Background: an optimization exercise with open tools, aiming at small area. Do not read the settings as production practice.
Only simulation tests tie the RTL to the original design; equivalence was not proved.
Power is estimated from default activity; no workload was simulated.

Design breakout, start of the top module:
module breakout(
    input  logic clk,
    input  logic right,
    input  logic left,
    input  logic reset,
    output logic [2:0] red,
    output logic [2:0] green,
    output logic [2:0] blue,
    output logic hsync,
    output logic vsync
    );
For scale: ~700 cells after synthesis, ~15 I/O pins, roughly 5900 µm² of cells after synthesis.
export LEC_CHECK = 0
export CAP_MARGIN = 20
export CORE_MARGIN = 2
export CORE_UTILIZATION = 60
export CTS_BUF_LIST = sky130_fd_sc_hd__clkbuf_8
export GPL_TIMING_DRIVEN = 0
export SLEW_MARGIN = 20
create_clock -name core_clock -period 8.0 [get_ports {clk}]
standard.sh (not shown) runs the stock make flow with config.mk's settings and CLKGATE_MAP_FILE= SYNTH_SCRIPT=/design/flow/synth_recipe.tcl, a recipe that flattens the netlist after the stock synthesis.
==> flow/flow/run.sh <==
#!/bin/bash
# Layout flow: the standard synthesis; then the combinational logic is
# mapped again with area-oriented ABC scripts (every register, its name and
# its cell are kept), trying several ABC random seeds and keeping the
# smallest netlist; then the standard layout from the floorplan on, with
# the make settings listed in make_args.txt (one per line).
set -euo pipefail
F=$(cd "$(dirname "${BASH_SOURCE[0]}")" && pwd)
W=$(pwd)
R=$W/orfs/results/$FLOW_PLATFORM/breakout/base
LIB=$FLOW_HOME/platforms/sky130hd/lib/sky130_fd_sc_hd__tt_025C_1v80.lib

bash standard.sh synth > synth_standard.log 2>&1
cp $R/1_2_yosys.v $W/netlist_standard.v

python3 $F/gen_models.py $LIB $W/comb_models.v > gen_models.log 2>&1

remap() {
  local S=$1 V=$2
  sed -e "s#SEED#$S#" $F/area_$V.abc.tmpl > $W/area_$V$S.abc
  sed -e "s#LIBFILE#$LIB#g" -e "s#MODELS#$W/comb_models.v#" -e "s#NETLIST#$W/netlist_standard.v#" \
      -e "s#SCRIPT#$W/area_$V$S.abc#" -e "s#STATFILE#$W/remap_stat_$V$S.txt#" -e "s#OUTFILE#$W/netlist_remapped_$V$S.v#" \
      $F/remap.ys.tmpl > $W/remap_$V$S.ys
  yosys -s $W/remap_$V$S.ys > remap_yosys_$V$S.log 2>&1
}
CANDS=""
for V in a b; do
  for S in 0 1 2 3; do remap $S $V & done; wait
  for S in 4 5 6 7; do remap $S $V & done; wait
  for S in 0 1 2 3 4 5 6 7; do CANDS="$CANDS $V$S"; done
done

# area of the standard netlist, to reject a candidate that lost logic
yosys -p "read_liberty -lib $LIB; read_verilog $W/netlist_standard.v; hierarchy -top $FLOW_TOP; tee -o $W/standard_stat.txt stat -liberty $LIB" > standard_stat.log 2>&1
STDA=$(awk '/Chip area/ {print $NF}' $W/standard_stat.txt)
echo "standard area $STDA" >> remap_choice.log
BEST=""; BESTA=""
for C in $CANDS; do
  A=$(awk '/Chip area/ {print $NF}' $W/remap_stat_$C.txt 2>/dev/null || true)
  echo "candidate $C area $A" >> remap_choice.log
  [[ -n "$A" ]] || continue
  awk -v a="$A" -v s="$STDA" 'BEGIN {exit !(a > 0.7 * s)}' || continue
  if [[ -z "$BEST" ]] || awk -v a="$A" -v b="$BESTA" 'BEGIN {exit !(a < b)}'; then BEST=$C; BESTA=$A; fi
done
if [[ -z "$BEST" ]]; then
  echo "no usable candidate; keeping the standard netlist" >> remap_choice.log
  bash standard.sh finish > layout.log 2>&1
  exit 0
fi
echo "chosen $BEST area $BESTA" >> remap_choice.log

cp $W/netlist_remapped_$BEST.v $R/1_2_yosys.v
rm -f $R/1_synth.odb $R/1_synth.sdc
ARGS=()
if [[ -f $F/make_args.txt ]]; then
  while IFS= read -r line; do [[ -n "$line" ]] && ARGS+=("$line"); done < $F/make_args.txt
fi
bash standard.sh "${ARGS[@]}" finish > layout.log 2>&1
==> flow/flow/area_a.abc.tmpl <==
strash; dc2; &get -n; &deepsyn -T 40 -S SEED; &put; dc2; dch -f; amap; topo
==> flow/flow/area_b.abc.tmpl <==
strash; dc2; &get -n; &deepsyn -T 40 -S SEED; &put; dch -f; amap; topo
Other scripts of this flow, unchanged in this note and not shown: flow/flow/gen_models.py, flow/flow/make_args.txt, flow/flow/remap.ys.tmpl
The baseline finished with timing, DRC and antenna clean.
Then changed:
==> flow/flow/run.sh (replaced) <==
#!/bin/bash
# Layout flow: the standard synthesis; then the combinational logic is
# mapped again with area-oriented ABC scripts (every register, its name and
# its cell are kept), trying several ABC random seeds and keeping the
# smallest netlist; then the standard layout from the floorplan on, with
# the make settings listed in make_args.txt (one per line).
set -euo pipefail
F=$(cd "$(dirname "${BASH_SOURCE[0]}")" && pwd)
W=$(pwd)
R=$W/orfs/results/$FLOW_PLATFORM/breakout/base
LIB=$FLOW_HOME/platforms/sky130hd/lib/sky130_fd_sc_hd__tt_025C_1v80.lib

bash standard.sh synth > synth_standard.log 2>&1
cp $R/1_2_yosys.v $W/netlist_standard.v

python3 $F/gen_models.py $LIB $W/comb_models.v > gen_models.log 2>&1

remap() {
  local S=$1
  sed -e "s#SEED#$S#" $F/area.abc.tmpl > $W/area_$S.abc
  sed -e "s#LIBFILE#$LIB#g" -e "s#MODELS#$W/comb_models.v#" -e "s#NETLIST#$W/netlist_standard.v#" \
      -e "s#SCRIPT#$W/area_$S.abc#" -e "s#STATFILE#$W/remap_stat_$S.txt#" -e "s#OUTFILE#$W/netlist_remapped_$S.v#" \
      $F/remap.ys.tmpl > $W/remap_$S.ys
  yosys -s $W/remap_$S.ys > remap_yosys_$S.log 2>&1
}
for S in 0 1 2 3; do remap $S & done; wait
for S in 4 5 6 7; do remap $S & done; wait

BEST=""; BESTA=""
for S in 0 1 2 3 4 5 6 7; do
  A=$(awk '/Chip area/ {print $NF}' $W/remap_stat_$S.txt)
  echo "seed $S area $A" >> remap_choice.log
  if [[ -z "$BEST" ]] || awk -v a="$A" -v b="$BESTA" 'BEGIN {exit !(a < b)}'; then BEST=$S; BESTA=$A; fi
done
echo "chosen seed $BEST area $BESTA" >> remap_choice.log

cp $W/netlist_remapped_$BEST.v $R/1_2_yosys.v
rm -f $R/1_synth.odb $R/1_synth.sdc
ARGS=()
if [[ -f $F/make_args.txt ]]; then
  while IFS= read -r line; do [[ -n "$line" ]] && ARGS+=("$line"); done < $F/make_args.txt
fi
bash standard.sh "${ARGS[@]}" finish > layout.log 2>&1
==> flow/flow/area.abc.tmpl (new file) <==
strash; dc2; &get -n; &deepsyn -T 40 -S SEED; &put; dc2; dch -f; amap; topo
removed: flow/flow/area_a.abc.tmpl
removed: flow/flow/area_b.abc.tmpl
Effect:
- global-route usage stays the same
- sequential power barely changes
- worst setup slack does not change
- sequential cell count is unchanged
- power does not change
- via count stays the same
- fmax is unchanged
- routed wire length is unchanged
- first-iteration DRC count stays the same
Then changed:
==> flow/flow/run.sh (replaced) <==
#!/bin/bash
# Layout flow: the standard synthesis, then the combinational logic is
# mapped again with an area-oriented ABC script (every register, its name and
# its cell are kept), then the standard layout from the floorplan on,
# with the make settings listed in make_args.txt (one per line).
set -euo pipefail
F=$(cd "$(dirname "${BASH_SOURCE[0]}")" && pwd)
W=$(pwd)
R=$W/orfs/results/$FLOW_PLATFORM/breakout/base
LIB=$FLOW_HOME/platforms/sky130hd/lib/sky130_fd_sc_hd__tt_025C_1v80.lib

bash standard.sh synth > synth_standard.log 2>&1
cp $R/1_2_yosys.v $W/netlist_standard.v

python3 $F/gen_models.py $LIB $W/comb_models.v > gen_models.log 2>&1
sed -e "s#LIBFILE#$LIB#g" -e "s#MODELS#$W/comb_models.v#" -e "s#NETLIST#$W/netlist_standard.v#" \
    -e "s#SCRIPT#$F/area.abc#" -e "s#STATFILE#$W/remap_stat.txt#" -e "s#OUTFILE#$W/netlist_remapped.v#" \
    $F/remap.ys.tmpl > $W/remap.ys
yosys -s $W/remap.ys > remap_yosys.log 2>&1

cp $W/netlist_remapped.v $R/1_2_yosys.v
rm -f $R/1_synth.odb $R/1_synth.sdc
ARGS=()
if [[ -f $F/make_args.txt ]]; then
  while IFS= read -r line; do [[ -n "$line" ]] && ARGS+=("$line"); done < $F/make_args.txt
fi
bash standard.sh "${ARGS[@]}" finish > layout.log 2>&1
==> flow/flow/area.abc (new file) <==
strash; dc2; &get -n; &deepsyn -T 30; &put; dc2; dch -f; amap; topo
removed: flow/flow/area.abc.tmpl
The changed run finished with timing, DRC and antenna clean.
Core utilization went up by 0.53 points.
Power came out lower by 0.64%.
Via count went up by 2.0%.
Sequential power shrinks by about 0.5%.
Cell count is higher by 1.0%.
Area after synthesis goes up by 1.4%.
Cell area grows by 1.3%.
Wire length grows by 1.4%.

what the ideal ports hide:
The flow's constraints put no driver on any port. The routed layouts listed below were extracted and timed again, unchanged, in two steps. Step 1 sets driving cells, clkbuf_16 on the clock port and buf_2 on the other inputs (assumed; they add their load-dependent delay and slew). Step 2 adds t to the input delays and takes it off the output delays; t is the mean of the earliest and latest rising clock arrival at the registers after step 1. Input paths then give back, and output paths get back, about the clock's delay inside the block. Three values: no drivers, after step 1, after step 2; two values: the first two.
| run | t, ns | setup slack, ns | worst register clock-pin slew, ns | worst data-port slew with drivers (ns) | cell pins on the clock port's net |
|---|---|---|---|---|---|
| the first run | 0.475 | 2.416 / 2.416 / 2.416 | 0.09 / 0.09 | 0.03 | 1 |
| the second run | 0.475 | 2.416 / 2.416 / 2.416 | 0.09 / 0.09 | 0.03 | 1 |
| the third run | 0.465 | 2.062 / 2.062 / 2.062 | 0.08 / 0.08 | 0.03 | 1 |
After both steps every run listed still meets setup and hold.
